Background: an optimization exercise with open tools, aiming at small area. Do not read the settings as production practice.
Only simulation tests tie the RTL to the original design; equivalence was not proved.
No activity file was given, so power comes from the tool's default toggle rates.

==> design/flow/design.v <==
`timescale 1ns / 1ps
`default_nettype none
module saa1099s
(
   input wire   clk_sys,
   input wire   ce,       
   input wire   rst_n,
   input wire   cs_n,
   input wire   a0,       
   input wire   wr_n,
   input wire   [7:0] din,
   output wire  [7:0] out_l,
   output wire  [7:0] out_r
);
reg [7:0] amplit0, amplit1, amplit2, amplit3, amplit4, amplit5;
reg [7:0] freq0, freq1, freq2, freq3, freq4, freq5;
reg [7:0] oct10, oct32, oct54;
reg [7:0] freqenable;
reg [7:0] noiseenable;
reg [7:0] noisegen;
reg [7:0] envelope0, envelope1;
reg [7:0] ctrl;
reg [4:0] addr;
wire      rst = ~rst_n | ctrl[1];
reg       wr;
reg       old_wr;
always @(posedge clk_sys) begin
	old_wr <= wr_n;
	wr <= 0;
	if(~rst_n) begin
		addr <= 0;
		{amplit0, amplit1, amplit2, amplit3, amplit4, amplit5} <= 0;
		{freq0, freq1, freq2, freq3, freq4, freq5} <= 0;
		{oct10, oct32, oct54} <= 0;
		{freqenable, noiseenable, noisegen} <= 0;
		{envelope0, envelope1} <= 0;
		ctrl <= 0;
	end
	else begin
		if(!cs_n & old_wr & !wr_n) begin
			wr <= 1;
			if(a0) addr <= din[4:0];
			else begin
				case (addr)
                    5'h00: amplit0    <= din;
                    5'h01: amplit1    <= din;
                    5'h02: amplit2    <= din;
                    5'h03: amplit3    <= din;
                    5'h04: amplit4    <= din;
                    5'h05: amplit5    <= din;
                    5'h08: freq0      <= din;
                    5'h09: freq1      <= din;
                    5'h0A: freq2      <= din;
                    5'h0B: freq3      <= din;
                    5'h0C: freq4      <= din;
                    5'h0D: freq5      <= din;
                    5'h10: oct10      <= din;
                    5'h11: oct32      <= din;
                    5'h12: oct54      <= din;
                    5'h14: freqenable <= din;
                    5'h15: noiseenable<= din;
                    5'h16: noisegen   <= din;
                    5'h18: envelope0  <= din;
                    5'h19: envelope1  <= din;
                    5'h1C: ctrl       <= din;
				endcase
			end
		end
	end
end
wire [21:0] out0;
saa1099_triplet top
(
    .rst        (rst        				),
    .clk_sys    (clk_sys    				),
    .ce         (ce         				),
	.vol		   ({amplit0, amplit1, amplit2}),
	.env			(envelope0					),
	.freq			({freq0, freq1, freq2}	),
	.octave		({oct10[2:0], oct10[6:4], oct32[2:0]}),
	.freq_en		(freqenable [2:0]			),
	.noise_en	(noiseenable[2:0]			),
	.noise_freq	(noisegen   [1:0]			),
	.wr_addr		(wr &  a0 & (din[4:0] == 'h18)),
	.wr_data		(wr & !a0 & (addr == 'h18)),
	.out			(out0							)
);
wire [21:0] out1;
saa1099_triplet bottom
(
    .rst        (rst        				),
    .clk_sys    (clk_sys    				),
    .ce         (ce         				),
	.vol		({amplit3, amplit4, amplit5}),
	.env			(envelope1					),
	.freq			({freq3, freq4, freq5}	),
	.octave		({oct32[6:4], oct54[2:0], oct54[6:4]}),
	.freq_en		(freqenable [5:3]			),
	.noise_en	(noiseenable[5:3]			),
	.noise_freq	(noisegen   [5:4]			),
	.wr_addr		(wr &  a0 & (din[4:0] == 'h19)),
	.wr_data		(wr & !a0 & (addr == 'h19)),
	.out			(out1							)
);
saa1099_output_mixer outmix_l(.ce(ce), .clk_sys(clk_sys), .en(ctrl[0]), .in0(out0[10:0]),  .in1(out1[10:0]),  .out(out_l));
saa1099_output_mixer outmix_r(.ce(ce), .clk_sys(clk_sys), .en(ctrl[0]), .in0(out0[21:11]), .in1(out1[21:11]), .out(out_r));
endmodule
module saa1099_triplet
(
    input wire   rst,
    input wire   clk_sys,
    input wire   ce,
    input wire [23:0] vol,
    input wire [7:0] env,
    input wire [23:0] freq,
    input wire [8:0] octave,
    input wire [2:0] freq_en,
    input wire [2:0] noise_en,
    input wire [1:0] noise_freq,
    input wire  wr_addr,
    input wire  wr_data,
    output wire [21:0] out
);
wire       tone0, tone1, tone2, noise;
wire       pulse_noise, pulse_envelope;
wire[21:0] out0, out1, out2;
saa1099_tone  freq_gen0(.rst(rst), .clk_sys(clk_sys), .ce(ce), .out(tone0), .octave(octave[8:6]), .freq(freq[23:16]), .pulse(pulse_noise));
saa1099_tone  freq_gen1(.rst(rst), .clk_sys(clk_sys), .ce(ce), .out(tone1), .octave(octave[5:3]), .freq(freq[15: 8]), .pulse(pulse_envelope));
saa1099_tone  freq_gen2(.rst(rst), .clk_sys(clk_sys), .ce(ce), .out(tone2), .octave(octave[2:0]), .freq(freq[ 7: 0]), .pulse());
saa1099_noise noise_gen(.rst(rst), .clk_sys(clk_sys), .ce(ce), .pulse_noise(pulse_noise), .noise_freq(noise_freq), .out(noise));
saa1099_amp amp0(.rst(rst), .clk_sys(clk_sys), .noise(noise), .wr_addr(wr_addr), .wr_data(wr_data), .pulse_envelope(pulse_envelope), .mixmode({noise_en[0], freq_en[0]}), .tone(tone0), .envreg(0),   .vol(vol[23:16]), .out(out0));
saa1099_amp amp1(.rst(rst), .clk_sys(clk_sys), .noise(noise), .wr_addr(wr_addr), .wr_data(wr_data), .pulse_envelope(pulse_envelope), .mixmode({noise_en[1], freq_en[1]}), .tone(tone1), .envreg(0),   .vol(vol[15: 8]), .out(out1));
saa1099_amp amp2(.rst(rst), .clk_sys(clk_sys), .noise(noise), .wr_addr(wr_addr), .wr_data(wr_data), .pulse_envelope(pulse_envelope), .mixmode({noise_en[2], freq_en[2]}), .tone(tone2), .envreg(env), .vol(vol[ 7: 0]), .out(out2));
assign out[10: 0] = out0[ 8:0] + out1[ 8:0] + out2[ 8:0];
assign out[21:11] = out0[17:9] + out1[17:9] + out2[17:9];
endmodule
module saa1099_tone
(
    input wire  rst,
    input wire  clk_sys,
    input wire  ce,
    input wire  [ 8:0] octave,
    input wire  [23:0] freq,
    output reg  out,
    output reg  pulse
);
wire [16:0] fcount = ((17'd511 - freq) << (4'd8 - octave)) - 1'd1;
    reg [16:0] count;
always @(posedge clk_sys) begin
    pulse <= 0;
	if(rst) begin
		count <= fcount;
		out   <= 0;
	end else if(ce) begin
		if(!count) begin
			count <= fcount;
			pulse <= 1;
			out <= ~out;
		end else begin
			count <= count - 1'd1;
		end
	end
end
endmodule
module saa1099_noise
(
    input wire       rst,
    input wire       clk_sys,
    input wire       ce,
    input wire       pulse_noise,
    input wire [1:0] noise_freq,
    output wire      out
);
reg  [16:0] lfsr;
wire [16:0] new_lfsr = {(lfsr[0] ^ lfsr[2] ^ !lfsr), lfsr[16:1]};
wire [10:0] fcount = (11'd256 << noise_freq) - 1'b1;
reg [10:0] count;
always @(posedge clk_sys) begin
	if(rst) begin
		count <= fcount;
		lfsr  <= 0;
	end else
	if(noise_freq != 3) begin
		if(ce) begin
			if(!count) begin
				count <= fcount;
				lfsr <= new_lfsr;
			end else begin
				count <= count - 1'd1;
			end
		end
	end else if(pulse_noise) begin
		lfsr <= new_lfsr;
	end
end
assign out = lfsr[0];
endmodule
module saa1099_amp
(
    input wire        rst,
    input wire        clk_sys,
    input wire  [7:0] envreg,
    input wire  [1:0] mixmode,
    input wire        tone,
    input wire        noise,
    input wire        wr_addr,
    input wire        wr_data,
    input wire        pulse_envelope,
    input wire [23:0] vol,
    output reg [17:0] out
);
wire    phases[0:7];
assign  phases[0] = 0;
assign  phases[1] = 0;
assign  phases[2] = 0;
assign  phases[3] = 0;
assign  phases[4] = 1;
assign  phases[5] = 1;
assign  phases[6] = 0;
assign  phases[7] = 0;
wire [1:0] env[0:7][0:1];
assign  env[0][0] = 0;
assign  env[0][1] = 0;
assign  env[1][0] = 1;
assign  env[1][1] = 1;
assign  env[2][0] = 2;
assign  env[2][1] = 0;
assign  env[3][0] = 2;
assign  env[3][1] = 0;
assign  env[4][0] = 3;
assign  env[4][1] = 2;
assign  env[5][0] = 3;
assign  env[5][1] = 2;
assign  env[6][0] = 3;
assign  env[6][1] = 0;
assign  env[7][0] = 3;
assign  env[7][1] = 0;
wire [3:0] levels[0:3][0:15];
assign  levels[0][0]  =  0;
assign  levels[0][1]  =  0;
assign  levels[0][2]  =  0;
assign  levels[0][3]  =  0;
assign  levels[0][4]  =  0;
assign  levels[0][5]  =  0;
assign  levels[0][6]  =  0;
assign  levels[0][7]  =  0;
assign  levels[0][8]  =  0;
assign  levels[0][9]  =  0;
assign  levels[0][10] =  0;
assign  levels[0][11] =  0;
assign  levels[0][12] =  0;
assign  levels[0][13] =  0;
assign  levels[0][14] =  0;
assign  levels[0][15] =  0;
assign  levels[1][0]  =  15;
assign  levels[1][1]  =  15;
assign  levels[1][2]  =  15;
assign  levels[1][3]  =  15;
assign  levels[1][4]  =  15;
assign  levels[1][5]  =  15;
assign  levels[1][6]  =  15;
assign  levels[1][7]  =  15;
assign  levels[1][8]  =  15;
assign  levels[1][9]  =  15;
assign  levels[1][10] =  15;
assign  levels[1][11] =  15;
assign  levels[1][12] =  15;
assign  levels[1][13] =  15;
assign  levels[1][14] =  15;
assign  levels[1][15] =  15;
assign  levels[2][0]  =  15;
assign  levels[2][1]  =  14;
assign  levels[2][2]  =  13;
assign  levels[2][3]  =  12;
assign  levels[2][4]  =  11;
assign  levels[2][5]  =  10;
assign  levels[2][6]  =  9;
assign  levels[2][7]  =  8;
assign  levels[2][8]  =  7;
assign  levels[2][9]  =  6;
assign  levels[2][10] =  5;
assign  levels[2][11] =  4;
assign  levels[2][12] =  3;
assign  levels[2][13] =  2;
assign  levels[2][14] =  1;
assign  levels[2][15] =  0;
assign  levels[3][0]  =  0;
assign  levels[3][1]  =  1;
assign  levels[3][2]  =  2;
assign  levels[3][3]  =  3;
assign  levels[3][4]  =  4;
assign  levels[3][5]  =  5;
assign  levels[3][6]  =  6;
assign  levels[3][7]  =  7;
assign  levels[3][8]  =  8;
assign  levels[3][9]  =  9;
assign  levels[3][10] =  10;
assign  levels[3][11] =  11;
assign  levels[3][12] =  12;
assign  levels[3][13] =  13;
assign  levels[3][14] =  14;
assign  levels[3][15] =  15;
reg [2:0] shape;
reg       stereo;
wire      resolution = envreg[4];
wire      enable     = envreg[7];
reg [3:0] counter;
reg       phase;
wire[3:0] mask = {3'b000, resolution};
    reg clock;
    reg new_data;
always @(posedge clk_sys) begin
	if(rst | ~enable) begin
		new_data <= 0;
		stereo   <= envreg[0];
		shape    <= envreg[3:1];
		clock    <= envreg[5];
		phase    <= 0;
		counter  <= 0;
	end
	else begin
		if(wr_data) new_data <= 1;
		if(clock ? wr_addr : pulse_envelope) begin   
			counter <= counter + resolution + 1'd1;
			if((counter | mask) == 15) begin
				if(phase >= phases[shape]) begin
					if(~shape[0]) counter <= 15;
					if(new_data | shape[0]) begin  
						new_data <= 0;
						stereo   <= envreg[0];
						shape    <= envreg[3:1];
						clock    <= envreg[5];
						phase    <= 0;
						if(new_data) counter <= 0;
					end
				end else begin
					phase <= 1;
				end
			end
		end
	end
end
wire [3:0] env_l = levels[env[shape][phase]][counter] & ~mask;
wire [3:0] env_r = stereo ? (4'd15 & ~mask) - env_l : env_l;  
reg  [1:0] outmix;
    always @* begin
	case(mixmode)
		0: outmix <= 0;
		1: outmix <= {tone,  1'b0};
		2: outmix <= {noise, 1'b0};
		3: outmix <= {tone & ~noise, tone & noise};
	endcase
end
wire [8:0] vol_mix_l = {vol[3:1], vol[0] & ~enable, 5'b00000} >> outmix[0];
wire [8:0] vol_mix_r = {vol[7:5], vol[4] & ~enable, 5'b00000} >> outmix[0];
wire [8:0] env_out_l;
wire [8:0] env_out_r;
saa1099_mul_env mod_l(.vol(vol_mix_l[8:4]), .env(env_l), .out(env_out_l));
saa1099_mul_env mod_r(.vol(vol_mix_r[8:4]), .env(env_r), .out(env_out_r));
    always @* begin
	case({enable, outmix})
        3'b100:       out = {env_out_r, env_out_l};
        3'b101:       out = {env_out_r, env_out_l};
        3'b001:       out = {vol_mix_r, vol_mix_l};
        3'b010:       out = {vol_mix_r, vol_mix_l};
		     default: out = 0;
	endcase
end
endmodule
module saa1099_mul_env
(
    input wire  [4:0] vol,
    input wire  [3:0] env,
    output wire [8:0] out
);
assign out = (env[0] ? {4'b0000, vol        } : 9'd0)+
             (env[1] ? {3'b000 , vol, 1'b0  } : 9'd0)+
             (env[2] ? {2'b00  , vol, 2'b00 } : 9'd0)+
             (env[3] ? {1'b0   , vol, 3'b000} : 9'd0);
endmodule
module saa1099_output_mixer
(
    input wire        clk_sys,
    input wire        ce,
    input wire        en,
    input wire [10:0] in0,
    input wire [10:0] in1,
    output reg [ 7:0] out
);
wire [17:0] o = 18'd91 * ({1'b0,in0} + {1'b0,in1});
    reg ced;
always @(posedge clk_sys) begin
	ced <= ce;
	if(ced) out <= ~en ? 8'h00 : o[17:10];
end
endmodule
==> design/flow/run.sh <==
#!/bin/bash
# synth_recipe.tcl (not shown) runs the flow's synth.tcl, then flattens the netlist and writes it again
# the make line also repeats each setting of config.mk as NAME=value (left out here)
make -C /OpenROAD-flow-scripts/flow DESIGN_CONFIG=/design/flow/config.mk WORK_HOME=/design/flow/orfs CLKGATE_MAP_FILE= SYNTH_SCRIPT=/design/flow/synth_recipe.tcl finish
==> design/flow/config.mk <==
export PLATFORM = sky130hd
export DESIGN_NAME = saa1099s
export DESIGN_NICKNAME = saa1099s
export VERILOG_FILES = /design/flow/design.v
export SDC_FILE = /design/flow/constraint.sdc
export NUM_CORES = 4
export LEC_CHECK = 0
export CAP_MARGIN = 20
export CORE_MARGIN = 2
export CORE_UTILIZATION = 40
export SLEW_MARGIN = 20
==> design/flow/constraint.sdc <==
create_clock -name core_clock -period 20.0 [get_ports {clk_sys}]
set_input_delay 4.0000 -clock core_clock [delete_from_list [all_inputs] [get_ports {clk_sys}]]
set_output_delay 4.0000 -clock core_clock [all_outputs]
set_load 0.01 [all_outputs]
==> notes.md <==
----------------------------------------------------
[CTS]
  Clock buffer depth ... 3
  CTS resizes ... 0
  Number of buffers inserted for hold repair after clock tree synthesis ... 0
  Count of clock tree sinks ... between 300 and 400
  Skew-Pair Late Insertion Delay ... roughly 610 ps
  Post-CTS setup repair buffer count ... 0
  Clock-pin slew reported for the worst setup and hold paths after clock tree synthesis ... roughly 60 ps
  CTS Buf Count ... 45
  Number of levels in the clock H-tree ... 2
  Clock root buffer master ... clkbuf_16
  TritonCTS clock tree ... built

[Worst setup path]
  Maximum fanout count along the critical path ... 7
  Nature of the critical path startpoint ... flip-flop
  Endpoint required time on the critical path ... 20330 ps
  Setup slack of the most critical reg-to-reg path ... 10080 ps
  Data arrival time at the worst-slack endpoint ... 10250 ps
  Setup crit end kind ... flip-flop
  Critical register-to-register path startpoint ... bottom.amp2.shape[2]$_DFFE_PP_
  Length in cells of the worst reg-to-reg path ... 44
  End of the worst register-to-register path ... outmix_r.out[6]$_SDFFCE_PN0P_
  Setup CP Type ... reg2reg
  Cell mode on critical path ... inv_1
  Library cell contributing the largest single delay on the critical path ... fa_1
  Maximum cell stage delay along the critical path ... ~530 ps

[Routing]
  Via-to-Cell Ratio ... about 5.4
  Remaining routing DRC violations ... 0
  DR pass1 iterations ... 5
  Average routed wire per standard cell ... roughly 16 µm
  Total routed wirelength ... between 70000 and 80000 µm
  Number of DRC markers after the initial detailed-route iteration ... about 1400
  Remaining antenna violation count ... 0
  Routed via count ... approximately 24000

[Layout]
  Share of cells above drive strength 1 ... 6.52%
  Total area of multi-input combinational cells ... between 20000 and 25000 µm²
  Fillers ... about 7400
  Antenna diode count ... 0
  Number of nets in the layout ... between 3000 and 4000
  Footprint of the flip-flops and latches ... about 8700 µm²
  Post-Layout Cell Count ... between 4000 and 5000
  Layout-stage area growth over the synthesis result ... 8.88%

[Pwr]
  Power Density ... ~52 nW/µm²
  VDD IR max ... just under 0.00007 V
  Net load switching power ... ~400 µW
  Internal Power ... roughly 1.3 mW
  Gate power share ... 4.5%
  Final Total Pwr ... 1.74 mW
  Part of the total power dissipated in sequential elements ... approximately 46%
  Leakage power summed over all cells ... around 13 nW
  Clock group share of total power ... 49.9%
  Proportion of total power due to net switching ... 23.5%

[Floorplanning]
  Total I/O pin count ... 30
  Die boundary width ... 280 µm
  Placeable Area ... 75800 µm²
  Die extent in y ... roughly 280 µm
  Effective utilization at floorplan ... roughly 40%
  Core Rows ... ~100
  Die footprint ... between 70000 and 80000 µm²

[Synthesis]
  Seq cells post-synth ... 360
  Sequential cell area fraction in the yosys report ... 28.5%
  Most instantiated flip-flop cell in the synthesis netlist ... dfxtp_1
  Number of flops mapped to enable cells by yosys ... 150
  Number of warnings printed during yosys synthesis ... 19
  Post-synthesis average cell area ... 8.85 µm²
  Combined area of all synthesized cells ... a little over 30000 µm²
  Proportion of synthesized flip-flops having asynchronous set or reset ... 0%
  Synth unique cells ... between 90 and 100
  Count of mapped cells out of synthesis ... around 3500

[STA]
  Minimum clock period after layout ... slightly below 10000 ps
  Measured slew at the worst slew-check pin ... around 1100 ps
  Period Utilization, post-route ... 49.6%
  Count of final max-slew check failures ... 0
  Worst relative slew slack ... 26.5%
  Worst clock skew on the final layout ... 26.1 ps
  Upper clock frequency limit ... ~100 MHz
  Unrepaired setup endpoints after global routing ... no
  Total Negative Setup Slacks ... 0 ps
  Count of final hold-check violations ... 0
  Total of endpoints with negative setup slack in the final report ... 0

[Hold path]
  WHS Endpoint ... bottom.amp2.shape[2]$_DFFE_PP_
  Hold path start ... envelope1[3]$_SDFFE_PN0P_
  Count of cells along the worst hold path ... 0
  Class of the worst hold path ... reg2reg

[Run status]
  Run status ... finished clean

[Run]
  Count of max-cap constraint violations ... 0

[Global routing]
  Number of antenna violations at the first check in global routing ... 2
  Via count of the first global-routing pass ... ~22000
  Pin count of the biggest net entering global routing ... between 100 and 150
  Wire length of the first global-routing pass ... approximately 120000 µm
  Overflow left after global routing ... 0
  Total routing resource utilization after global routing ... 18.1%

[Placed design]
  Post-DP HPWL ... 52200 µm
  Routability-driven placement congestion ratio ... 0.851
  Number of port buffers ... 29
  Placed Cells incl. Taps ... between 4000 and 5000

----------------------------------------------------
[cells in the final DEF (no fill, tap or decap), types with 46 or more instances in the layout]
master     Yosys  layout
nand2_1      304     304
nor2_1       299     297
mux2i_1      230     230
ha_1         223     223
dfxtp_1      210     210
inv_1        202     202
nor2b_1      161     160
edfxtp_1     150     150
a21oi_1      149     149
xnor2_1      136     136
o21ai_0      121     121
xor2_1       119     119
nor3_1        97      96
nand3_1       87      87
fa_1          85      85
clkbuf_16      0      51
nor4_1        46      46
[per-stage QoR]
stage	hold WS (ps)	util, %	cell area (µm²)	setup WS (ps)
after floorplan	408	-	30600	10860
after global placement	413	41.7	31600	10240
after CTS	432	43.8	33200	10070
after global routing	443	43.9	33300	9300
final	430	43.9	33300	10080
after detailed placement	417	41.7	31600	10090
[routing by layer]
layer / track usage [%] / wire length (µm) / up-vias
met3: 2.33 / 2320 / 78
met1: 25.4 / 35400 / 11300
met4: 3.69 / 1090 / 4
met2: 29.9 / 33000 / 321
li1: - / - / 12200
met5: 0 / 23 / -
[worst max-delay path, delay by kind of cell (launching register included)]
kind	cells	cell delay [ps]
buffers and inverters	8	560
DFF	1	460
adders and majority gates	13	4790
xor gates and xnor gates	1	160
AOI/OAI and AO/OA	13	2630
and+or+nand+nor	9	1040
[kinds of logic after synthesis]
kind of cell	share of synthesized area (%)
fa+ha+maj	14.7
flops	28.5
simple gates	20.4
buf+inv	4.76
other cells	0.0123
xor+xnor	7.51
compound gates	13.5
mux	10.5
[synth_stat cells (7+ instances only)]
cell type,count,area [µm²]
a211o_1,9,78.8
a211oi_1,24,180
a21boi_0,35,263
a21o_1,38,285
a21oi_1,149,746
a22o_1,16,140
a22oi_1,8,60.1
a31oi_1,25,156
and2_1,39,244
and3_1,17,106
buf_2,38,190
clkbuf_1,112,420
dfxtp_1,210,4200
edfxtp_1,150,4500
fa_1,85,1700
ha_1,223,2790
inv_1,202,758
mux2_2,29,327
mux2i_1,230,2300
mux4_2,26,586
nand2_1,304,1140
nand2b_1,28,175
nand3_1,87,435
nand3b_1,16,120
nand4_1,19,119
nand4b_1,9,78.8
nor2_1,299,1120
nor2_2,7,43.8
nor2b_1,161,1010
nor3_1,97,485
nor3b_1,11,82.6
nor4_1,46,288
o211ai_1,33,248
o21a_1,22,165
o21ai_0,121,606
o21bai_1,20,150
o22ai_1,32,200
o31ai_1,13,97.6
or2_2,14,87.6
or3_1,40,250
or4_1,15,113
xnor2_1,136,1190
xor2_1,119,1040
[state kept, by name (all words and copies together), names as in the netlist, 11 cells and up]
name                    flops
bottom.freq_gen0.count     17
bottom.freq_gen1.count     17
bottom.freq_gen2.count     17
bottom.noise_gen.lfsr      17
top.freq_gen0.count        17
top.freq_gen1.count        17
top.freq_gen2.count        17
top.noise_gen.lfsr         17
bottom.noise_gen.count     11
top.noise_gen.count        11
[layout make-up]
cell class / instances / area share (%)
repair buffers: 59 / 1.55
well taps: 978 / 3.68
clock inverters: 23 / 0.711
flip-flops and latches: 360 / 26.2
multi-input cells: 2727 / 61.5
clock buffers: 61 / 4.07
inverters: 207 / 2.34
[how the worst max path moves through the flow]
| stage | startpoint | endpoint | slack (ps) | depth (start not counted) |
|---|---|---|---|---|
| final | bottom.amp2.shape[2]$_DFFE_PP_ | outmix_r.out[6]$_SDFFCE_PN0P_ | 10080 | 44 |
| after global routing | bottom.amp2.shape[2]$_DFFE_PP_ | outmix_r.out[6]$_SDFFCE_PN0P_ | 9300 | 44 |
| after CTS | bottom.amp2.shape[2]$_DFFE_PP_ | outmix_r.out[6]$_SDFFCE_PN0P_ | 10070 | 43 |
| after detailed placement | bottom.amp2.shape[2]$_DFFE_PP_ | outmix_r.out[6]$_SDFFCE_PN0P_ | 10090 | 43 |
| after global placement | bottom.amp2.shape[2]$_DFFE_PP_ | outmix_r.out[6]$_SDFFCE_PN0P_ | 10240 | 44 |
| after floorplan | bottom.amp2.shape[2]$_DFFE_PP_ | outmix_r.out[6]$_SDFFCE_PN0P_ | 10860 | 44 |
[power by group through the flow]
stage / logic, mW / clock network, mW / registers [mW]
5_1_grt: 0.0881 / 0.920 / 0.794
3_3_place_gp: 0.0780 / 0 / 0.808
3_5_place_dp: 0.0793 / 0 / 0.808
2_1_floorplan: 0.0528 / 0 / 0.806
6_report: 0.0789 / 0.867 / 0.792
4_1_cts: 0.0793 / 0.894 / 0.792

-- what the ideal ports hide --
No port has a modelled driver above. Below, the same layout with a new extraction and two added sets of constraints. Step 1 assumes that a clkbuf_16 drives the clock port and a buf_2 every other input. Step 2 moves the port delays by t, midway between the first and last clock arrival at a register: inputs arrive t later, outputs are due t later. That takes back most of the time a late clock gives input paths. Slacks: ideal / step 1 / step 2; pairs: ideal / step 1.
shift t [ns]: 0.655
slack for setup (ns): 10.077 / 10.077 / 10.077
worst setup path at the end: register to register
After both steps this run still meets setup and hold. For this run, drivers alone change the setup slack by 0.000 ns; drivers and shift together by 0.000 ns.
